This is an optimization exercise on Yosys and OpenROAD, whose aim is small area, a short achievable clock period and few clock cycles, not a production implementation.
Function was checked by simulation only, so behaviour that the tests miss may differ from the original.
Power and IR drop assume default switching activity.

==> 02-11: inputs <==
==> flow/design.v <==
module mips_multicycle(clk, rst, mem_read_data, mem_adr, mem_write_data, mem_read, mem_write);
  input clk, rst;
  input [31:0] mem_read_data;
  output [31:0] mem_adr;
  output [31:0] mem_write_data;
  output mem_read, mem_write;
  reg  [31:0] pc;          
  reg  [31:0] adr;         
  reg         e_valid;
  reg         e_alu;       
  reg         e_lw, e_sw, e_beq, e_jr;
  reg         e_sub;       
  reg         e_and, e_or, e_slt;
  reg  [4:0]  e_rd, e_rs, e_rt;    
  reg  [15:0] e_imm;
  reg  [31:0] a, b, sd;    
  reg         hit_a, hit_b, hit_sd;
  reg  [31:0] r;
  reg  [4:0]  w_rd;
  reg         m_valid, m_lw, mw;
  reg  [4:0]  m_rd;
  reg  [31:0] m_wd;
  reg  [31:0] rf [1:31];
  reg  [31:1] rf_ok;       
  wire [31:0] ok = {rf_ok, 1'b0};
  wire [31:0] a_e = hit_a ? r : a;
  wire [31:0] y   = hit_b ? r : b;
  wire [31:0] yx  = e_sub ? ~y : y;
  wire [33:0] sum_x = {1'b0, a_e, 1'b1} + {1'b0, yx, e_sub};
  wire [32:0] sum = sum_x[33:1];
  wire [31:0] alu_res = e_and ? (a_e & y) :
                        e_or  ? (a_e | y) :
                        e_slt ? {31'd0, ~sum[32]} : sum[31:0];
  wire        e_go    = e_valid & ~m_valid;
  wire        e_mem   = e_go & (e_lw | e_sw);
  wire        taken   = e_go & ((e_beq & (a_e == y)) | e_jr);
  wire [31:0] btarget = {pc[31:2] + {{14{e_imm[15]}}, e_imm}, 2'b00};
  wire [4:0]  e_wa    = (e_go & e_alu) ? e_rd : 5'd0;
  wire [31:0] ins   = mem_read_data;
  wire [5:0]  op    = ins[31:26];
  wire [4:0]  f_rs  = ins[25:21];
  wire [4:0]  f_rt  = ins[20:16];
  wire        f_r   = (op == 6'b000000);
  wire        f_addi= (op == 6'b001001);
  wire        f_slti= (op == 6'b001010);
  wire        f_lw  = (op == 6'b100011);
  wire        f_sw  = (op == 6'b101011);
  wire        f_beq = (op == 6'b000100);
  wire        f_j   = (op == 6'b000010);
  wire        f_jal = (op == 6'b000011);
  wire        f_jr  = (op == 6'b000110);
  wire        f_imm = f_addi | f_slti | f_lw | f_sw;
  wire [5:0]  fn    = ins[5:0];
  wire [31:0] pc4   = pc + 32'd4;
  wire [31:0] pc_n  = taken ? (e_jr ? a_e : btarget) :
                      (f_j | f_jal) ? {pc4[31:28], ins[25:0], 2'b00} : pc4;
  wire [31:0] rs_v = (w_rd != 5'd0 && w_rd == f_rs) ? r : ok[f_rs] ? rf[f_rs] : 32'd0;
  wire [31:0] rt_v = (w_rd != 5'd0 && w_rd == f_rt) ? r : ok[f_rt] ? rf[f_rt] : 32'd0;
  wire [4:0]  rf_wa = m_valid ? (m_lw ? m_rd : 5'd0) : w_rd;
  wire [31:0] rf_wd = m_valid ? mem_read_data : r;
  integer i;
  always @(posedge clk) begin
    for (i = 1; i < 32; i = i + 1)
      if (rf_wa == i) rf[i] <= rf_wd;
    if (rst) rf_ok <= 31'd0;
    else if (rf_wa != 5'd0) rf_ok[rf_wa] <= 1'b1;
  end
  always @(posedge clk) begin
    r     <= alu_res;
    m_lw  <= e_lw;
    m_rd  <= e_rd;
    m_wd  <= hit_sd ? r : sd;
  end
  always @(posedge clk) begin
    if (rst) begin
      pc      <= 32'd0;
      adr     <= 32'd0;
      e_valid <= 1'b0;
      m_valid <= 1'b0;
      mw      <= 1'b0;
      w_rd    <= 5'd0;
    end else if (m_valid) begin
      m_valid <= 1'b0;
      mw      <= 1'b0;
      adr     <= pc;
      w_rd    <= 5'd0;
      if (m_lw && m_rd != 5'd0 && m_rd == e_rs) a <= mem_read_data;
      if (m_lw && m_rd != 5'd0 && m_rd == e_rt) begin
        if (e_sw) sd <= mem_read_data;
        else      b  <= mem_read_data;
      end
    end else begin
      m_valid <= e_mem;
      mw      <= e_go & e_sw;
      adr     <= e_mem ? sum[31:0] : pc_n;
      w_rd    <= e_wa;
      pc        <= pc_n;
      e_valid   <= ~taken;
      e_alu     <= f_r | f_addi | f_slti | f_jal;
      e_lw      <= f_lw;
      e_sw      <= f_sw;
      e_beq     <= f_beq;
      e_jr      <= f_jr;
      e_sub     <= (f_r & (fn == 6'b100011 || fn == 6'b101010)) | f_slti;
      e_and     <= f_r & ~(fn == 6'b100000 || fn == 6'b100011 || fn == 6'b100101 || fn == 6'b101010);
      e_or      <= f_r & (fn == 6'b100101);
      e_slt     <= (f_r & (fn == 6'b101010)) | f_slti;
      e_rd      <= f_r ? ins[15:11] : f_jal ? 5'd31 : (f_addi | f_slti | f_lw) ? f_rt : 5'd0;
      e_rs      <= (f_j | f_jal) ? 5'd0 : f_rs;
      e_rt      <= (f_r | f_beq | f_sw) ? f_rt : 5'd0;
      e_imm     <= ins[15:0];
      hit_a     <= ~(f_j | f_jal) && e_wa != 5'd0 && e_wa == f_rs;
      hit_b     <= (f_r | f_beq) && e_wa != 5'd0 && e_wa == f_rt;
      hit_sd    <= f_sw && e_wa != 5'd0 && e_wa == f_rt;
      a         <= f_jal ? 32'd0 : rs_v;
      b         <= f_jal ? pc4 : f_imm ? {{16{ins[15]}}, ins[15:0]} : rt_v;
      sd        <= rt_v;
    end
  end
  assign mem_adr        = adr;
  assign mem_write_data = m_wd;
  assign mem_write      = mw;
  assign mem_read       = ~mw;
endmodule
==> flow/run.sh <==
#!/bin/bash
# synth_recipe.tcl (not shown) runs the flow's synth.tcl, then flattens the netlist and writes it again
# the make line also repeats each setting of config.mk as NAME=value (left out here)
make -C /OpenROAD-flow-scripts/flow DESIGN_CONFIG=/design/flow/config.mk WORK_HOME=/design/flow/orfs CLKGATE_MAP_FILE= SYNTH_SCRIPT=/design/flow/synth_recipe.tcl finish
==> flow/config.mk <==
export PLATFORM = sky130hd
export DESIGN_NAME = mips_multicycle
export DESIGN_NICKNAME = mips_multicycle
export VERILOG_FILES = /design/flow/design.v
export SDC_FILE = /design/flow/constraint.sdc
export NUM_CORES = 4
export LEC_CHECK = 0
export CAP_MARGIN = 20
export CORE_MARGIN = 2
export CORE_UTILIZATION = 40
export PLACE_DENSITY = 0.6
export SETUP_SLACK_MARGIN = 3.5
export SLEW_MARGIN = 20
==> flow/constraint.sdc <==
create_clock -name core_clock -period 6.5 [get_ports {clk}]
set_input_delay 1.3000 -clock core_clock [delete_from_list [all_inputs] [get_ports {clk}]]
set_output_delay 1.3000 -clock core_clock [all_outputs]
set_load 0.01 [all_outputs]
==> 07-01 (differences from 02-11) <==
==> flow/design.v (replaced) <==
module mips_multicycle(clk, rst, mem_read_data, mem_adr, mem_write_data, mem_read, mem_write);
  input clk, rst;
  input [31:0] mem_read_data;
  output [31:0] mem_adr;
  output [31:0] mem_write_data;
  output mem_read, mem_write;
  reg  [31:0] pc;          
  reg  [31:0] adr;         
  reg         e_valid;
  reg         e_alu;       
  reg         e_lw, e_sw, e_beq, e_jr;
  reg         e_sub;       
  reg         e_and, e_or, e_slt;
  reg  [4:0]  e_rd, e_rs, e_rt;    
  reg  [15:0] e_imm;
  reg  [31:0] a, b, sd;    
  reg  [31:0] r;
  reg  [4:0]  w_rd;
  reg         w_ld;
  reg         m_valid, mw;
  reg  [31:0] m_wd;
  reg  [31:0] rf [1:31];
  reg  [31:1] rf_ok;       
  wire [31:0] a_e = a;
  wire [31:0] y   = b;     
  wire [31:0] yx  = b;
  wire [32:0] kg [0:6];
  wire [32:0] kp [0:6];
  assign kg[0] = {a_e & yx, e_sub};
  assign kp[0] = {a_e ^ yx, 1'b0};
  genvar ks, kb;
  generate for (ks = 0; ks < 6; ks = ks + 1) begin : kst
    for (kb = 0; kb < 33; kb = kb + 1) begin : kbt
      if (kb >= (1 << ks)) begin : c
        assign kg[ks+1][kb] = kg[ks][kb] | (kp[ks][kb] & kg[ks][kb - (1 << ks)]);
        assign kp[ks+1][kb] = kp[ks][kb] & kp[ks][kb - (1 << ks)];
      end else begin : p
        assign kg[ks+1][kb] = kg[ks][kb];
        assign kp[ks+1][kb] = kp[ks][kb];
      end
    end
  end endgenerate
  wire [32:0] sum = {kg[6][32], (a_e ^ yx) ^ kg[6][31:0]};    
  wire [31:0] alu_res = e_and ? (a_e & y) :
                        e_or  ? (a_e | y) :
                        e_slt ? {31'd0, ~sum[32]} : sum[31:0];
  wire        e_go    = e_valid & ~m_valid;
  wire        e_mem   = e_go & (e_lw | e_sw);
  wire        taken   = e_go & ((e_beq & (a_e == y)) | e_jr);
  wire [31:0] btarget = {pc[31:2] + {{14{e_imm[15]}}, e_imm}, 2'b00};
  wire [4:0]  e_wa    = (e_go & e_alu) ? e_rd : 5'd0;
  wire [31:0] ins   = mem_read_data;
  wire [5:0]  op    = ins[31:26];
  wire [4:0]  f_rs  = ins[25:21];
  wire [4:0]  f_rt  = ins[20:16];
  wire        f_r   = (op == 6'b000000);
  wire        f_addi= (op == 6'b001001);
  wire        f_slti= (op == 6'b001010);
  wire        f_lw  = (op == 6'b100011);
  wire        f_sw  = (op == 6'b101011);
  wire        f_beq = (op == 6'b000100);
  wire        f_j   = (op == 6'b000010);
  wire        f_jal = (op == 6'b000011);
  wire        f_jr  = (op == 6'b000110);
  wire        f_imm = f_addi | f_slti | f_lw | f_sw;
  wire [5:0]  fn    = ins[5:0];
  wire        f_sub = (f_r & (fn == 6'b100011 || fn == 6'b101010)) | f_slti;
  wire [31:0] pc4   = pc + 32'd4;
  reg  [31:1] rs_dec, rt_dec, w_dec, e_dec;
  integer k;
  always @(*)
    for (k = 1; k < 32; k = k + 1) begin
      rs_dec[k] = (f_rs == k);
      rt_dec[k] = (f_rt == k);
      w_dec[k]  = (w_rd == k);
      e_dec[k]  = (e_rd == k) & e_go & e_alu;
    end
  wire        hit_a = |(rs_dec & e_dec);    
  wire        hit_b = |(rt_dec & e_dec);
  reg  [31:0] rs_v, rt_v;
  wire [31:1] rd_ok = rf_ok & ~w_dec;
  integer j;
  always @(*) begin
    rs_v = r & {32{|(rs_dec & w_dec)}};
    rt_v = r & {32{|(rt_dec & w_dec)}};
    for (j = 1; j < 32; j = j + 1) begin
      rs_v = rs_v | (rf[j] & {32{rs_dec[j] & rd_ok[j]}});
      rt_v = rt_v | (rf[j] & {32{rt_dec[j] & rd_ok[j]}});
    end
  end
  wire [31:0] b_v   = f_jal ? pc4 : f_imm ? {{16{ins[15]}}, ins[15:0]} : hit_b ? alu_res : rt_v;
  wire        ld_hit  = e_go & e_lw & (e_rd != 5'd0) & (e_rd == f_rs);
  wire        f_jr_go = f_jr & ~hit_a & ~ld_hit;
  wire [31:0] pc_n  = taken ? (e_jr ? a_e : btarget) :
                      f_jr_go ? rs_v :
                      (f_j | f_jal) ? {pc4[31:28], ins[25:0], 2'b00} : pc4;
  wire [31:0] rf_wd = w_ld ? mem_read_data : r;
  integer i;
  always @(posedge clk) begin
    for (i = 1; i < 32; i = i + 1)
      if (w_dec[i]) rf[i] <= rf_wd;
    if (rst) rf_ok <= 31'd0;
    else rf_ok <= rf_ok | w_dec;
  end
  always @(posedge clk) begin
    r     <= alu_res;
    m_wd  <= sd;
  end
  always @(posedge clk) begin
    if (rst) begin
      pc      <= 32'd0;
      adr     <= 32'd0;
      e_valid <= 1'b0;
      m_valid <= 1'b0;
      mw      <= 1'b0;
      w_rd    <= 5'd0;
      w_ld    <= 1'b0;
    end else if (m_valid) begin
      m_valid <= 1'b0;
      mw      <= 1'b0;
      adr     <= pc;
      w_rd    <= 5'd0;
      w_ld    <= 1'b0;
      if (w_ld && w_rd != 5'd0 && w_rd == e_rs) a <= mem_read_data;
      if (w_ld && w_rd != 5'd0 && w_rd == e_rt) begin
        if (e_sw) sd <= mem_read_data;
        else      b  <= e_sub ? ~mem_read_data : mem_read_data;
      end
    end else begin
      m_valid <= e_mem;
      mw      <= e_go & e_sw;
      adr     <= e_mem ? sum[31:0] : pc_n;
      w_rd    <= (e_go & (e_alu | e_lw)) ? e_rd : 5'd0;
      w_ld    <= e_go & e_lw;
      pc        <= pc_n;
      e_valid   <= ~taken;
      e_alu     <= f_r | f_addi | f_slti | f_jal;
      e_lw      <= f_lw;
      e_sw      <= f_sw;
      e_beq     <= f_beq;
      e_jr      <= f_jr & (hit_a | ld_hit);
      e_sub     <= f_sub;
      e_and     <= f_r & ~(fn == 6'b100000 || fn == 6'b100011 || fn == 6'b100101 || fn == 6'b101010);
      e_or      <= f_r & (fn == 6'b100101);
      e_slt     <= (f_r & (fn == 6'b101010)) | f_slti;
      e_rd      <= f_r ? ins[15:11] : f_jal ? 5'd31 : (f_addi | f_slti | f_lw) ? f_rt : 5'd0;
      e_rs      <= (f_j | f_jal) ? 5'd0 : f_rs;
      e_rt      <= (f_r | f_beq | f_sw) ? f_rt : 5'd0;
      e_imm     <= ins[15:0];
      a         <= f_jal ? 32'd0 : hit_a ? alu_res : rs_v;
      b         <= f_sub ? ~b_v : b_v;
      sd        <= hit_b ? alu_res : rt_v;
    end
  end
  assign mem_adr        = adr;
  assign mem_write_data = m_wd;
  assign mem_write      = mw;
  assign mem_read       = ~mw;
endmodule
- CTS_BUF_LIST: default -> sky130_fd_sc_hd__clkbuf_8
- CTS_CLUSTER_SIZE: default -> 30
- SETUP_SLACK_MARGIN: 3.5 -> 2.6
==> 03-25 (differences from 02-11) <==
==> flow/design.v (replaced) <==
module mips_multicycle(clk, rst, mem_read_data, mem_adr, mem_write_data, mem_read, mem_write);
  input clk, rst;
  input [31:0] mem_read_data;
  output [31:0] mem_adr;
  output [31:0] mem_write_data;
  output mem_read, mem_write;
  reg  [31:0] pc;
  reg         e_valid;
  reg         e_alu;       
  reg         e_lw, e_sw, e_beq, e_jr;
  reg         e_use_imm;
  reg         e_sub;       
  reg         e_and, e_or, e_slt;
  reg  [4:0]  e_rd, e_rs, e_rt;    
  reg  [15:0] e_imm;
  reg  [31:0] a, b;
  reg         m_valid, m_lw;
  reg  [4:0]  m_rd;
  reg  [31:0] m_adr, m_wd;
  reg  [31:0] rf [1:31];
  reg  [31:1] rf_ok;       
  wire [31:0] ok = {rf_ok, 1'b0};
  wire [31:0] y = e_use_imm ? {{16{e_imm[15]}}, e_imm} : b;
  wire [31:0] yx = e_sub ? ~y : y;
  wire [32:0] sum = {1'b0, a} + {1'b0, yx} + {32'd0, e_sub};
  wire [31:0] alu_res = e_and ? (a & y) :
                        e_or  ? (a | y) :
                        e_slt ? {31'd0, ~sum[32]} : sum[31:0];
  wire        e_go    = e_valid & ~m_valid;
  wire        taken   = e_go & ((e_beq & (a == b)) | e_jr);
  wire [31:0] btarget = {pc[31:2] + {{14{e_imm[15]}}, e_imm}, 2'b00};
  wire [4:0]  e_wa    = (e_go & e_alu) ? e_rd : 5'd0;
  wire [31:0] ins   = mem_read_data;
  wire [5:0]  op    = ins[31:26];
  wire [4:0]  f_rs  = ins[25:21];
  wire [4:0]  f_rt  = ins[20:16];
  wire        f_r   = (op == 6'b000000);
  wire        f_addi= (op == 6'b001001);
  wire        f_slti= (op == 6'b001010);
  wire        f_lw  = (op == 6'b100011);
  wire        f_sw  = (op == 6'b101011);
  wire        f_beq = (op == 6'b000100);
  wire        f_j   = (op == 6'b000010);
  wire        f_jal = (op == 6'b000011);
  wire        f_jr  = (op == 6'b000110);
  wire [5:0]  fn    = ins[5:0];
  wire [31:0] pc4   = pc + 32'd4;
  wire [31:0] rs_rf = ok[f_rs] ? rf[f_rs] : 32'd0;
  wire [31:0] rt_rf = ok[f_rt] ? rf[f_rt] : 32'd0;
  wire [31:0] rs_v  = (e_wa != 5'd0 && e_wa == f_rs) ? alu_res : rs_rf;
  wire [31:0] rt_v  = (e_wa != 5'd0 && e_wa == f_rt) ? alu_res : rt_rf;
  wire [4:0]  w_a = m_valid ? (m_lw ? m_rd : 5'd0) : e_wa;
  wire [31:0] w_d = m_valid ? mem_read_data : alu_res;
  integer i;
  always @(posedge clk) begin
    for (i = 1; i < 32; i = i + 1)
      if (w_a == i) rf[i] <= w_d;
    if (rst) rf_ok <= 31'd0;
    else if (w_a != 5'd0) rf_ok[w_a] <= 1'b1;
  end
  always @(posedge clk) begin
    if (rst) begin
      pc      <= 32'd0;
      e_valid <= 1'b0;
      m_valid <= 1'b0;
    end else if (m_valid) begin
      m_valid <= 1'b0;
      if (m_lw && m_rd != 5'd0 && m_rd == e_rs) a <= mem_read_data;
      if (m_lw && m_rd != 5'd0 && m_rd == e_rt) b <= mem_read_data;
    end else begin
      m_valid <= e_valid & (e_lw | e_sw);
      m_lw    <= e_lw;
      m_rd    <= e_rd;
      m_adr   <= sum[31:0];
      m_wd    <= b;
      if (taken) pc <= e_jr ? a : btarget;
      else if (f_j | f_jal) pc <= {pc4[31:28], ins[25:0], 2'b00};
      else pc <= pc4;
      e_valid   <= ~taken;
      e_alu     <= f_r | f_addi | f_slti | f_jal;
      e_lw      <= f_lw;
      e_sw      <= f_sw;
      e_beq     <= f_beq;
      e_jr      <= f_jr;
      e_use_imm <= f_addi | f_slti | f_lw | f_sw;
      e_sub     <= (f_r & (fn == 6'b100011 || fn == 6'b101010)) | f_slti;
      e_and     <= f_r & ~(fn == 6'b100000 || fn == 6'b100011 || fn == 6'b100101 || fn == 6'b101010);
      e_or      <= f_r & (fn == 6'b100101);
      e_slt     <= (f_r & (fn == 6'b101010)) | f_slti;
      e_rd      <= f_r ? ins[15:11] : f_jal ? 5'd31 : (f_addi | f_slti | f_lw) ? f_rt : 5'd0;
      e_rs      <= (f_j | f_jal) ? 5'd0 : f_rs;
      e_rt      <= (f_r | f_beq | f_sw) ? f_rt : 5'd0;
      e_imm     <= ins[15:0];
      a         <= f_jal ? 32'd0 : rs_v;
      b         <= f_jal ? pc4 : rt_v;
    end
  end
  assign mem_adr        = m_valid ? m_adr : pc;
  assign mem_write_data = m_wd;
  assign mem_write      = m_valid & ~m_lw;
  assign mem_read       = ~mem_write;
endmodule
- CORE_UTILIZATION: 40 -> 45
- SETUP_SLACK_MARGIN: 3.5 -> default
==> qor summary <==
metric                                                          03-25       02-11       07-01
Yosys warning count                                                34          34           2
Multi-input gates                                                3278        3319        3288
Met1 GRT Util                                                   53.6%       47.3%       47.3%
Number of sequential cells in the layout                         1232        1304        1296
Pleak                                                         23.1 nW     30.6 nW     26.4 nW
Cell at the root of the clock tree                          clkbuf_16   clkbuf_16    clkbuf_8
Tightest Pin Transition                                       1.31 ns     1.19 ns     1.26 ns
Time the final worst path needs with I/O delays and setup     5.56 ns     3.69 ns     4.12 ns
Wirelength per Cell                                           43.2 µm     42.7 µm     43.5 µm
Largest net degree at the start of global routing                  86          66          62
Die Footprint                                              135000 µm²  160000 µm²  160000 µm²
Data arrival, critical path                                   6.15 ns     4.39 ns     4.94 ns
Average cell area after synthesis                            12.1 µm²    12.2 µm²    12.2 µm²
Routed wl met2                                                 121 mm      137 mm      135 mm
Final instance area                                         69200 µm²   85500 µm²   76500 µm²
Number of inserted filler cells in the final layout             11172       12566       13751
Status                               no timing/DRC/antenna violations  no timing/DRC/antenna violations  no timing/DRC/antenna violations
Number of tap cells added at floorplan                           1755        2058        2058
Worst setup path end                                         rf[7][0]       r[28]     adr[10]
Comb group                                                    2.73 mW     5.01 mW     2.30 mW
Testbench counts of 02-11, summed over its fixed seeds: cycles 34,184.
Testbench counts of 07-01, summed over its fixed seeds: cycles 33,395.
Testbench counts of 03-25, summed over its fixed seeds: cycles 34,184.

[static timing again, ports no longer ideal]
The flow's constraints put no driver on any port. The routed layouts listed below were extracted and timed again, unchanged, in two steps.
Step 1, drivers: a clkbuf_16 drives clk and a buf_2 each remaining input, both assumed.
Step 2 adds t to the input delays and takes it off the output delays; t is the mean of the earliest and latest rising clock arrival at the registers after step 1. Input paths then give back, and output paths get back, about the clock's delay inside the block.
Three values: ideal, step 1, step 2; two values: the first two.
| run | t, ns | slack for setup (ns) | worst register clock-pin slew, ns |
|---|---|---|---|
| 02-11 | 0.923 | 2.813 / 2.806 / 1.883 | 0.07 / 0.07 |
| 07-01 | 1.046 | 2.384 / 2.384 / 1.428 | 0.08 / 0.08 |
| 03-25 | 0.879 | 0.943 / 0.943 / 0.328 | 0.07 / 0.07 |
After both steps every run listed still meets setup and hold. For 07-01, which loses most, drivers alone change the setup slack by 0.000 ns; drivers and shift together by -0.956 ns.
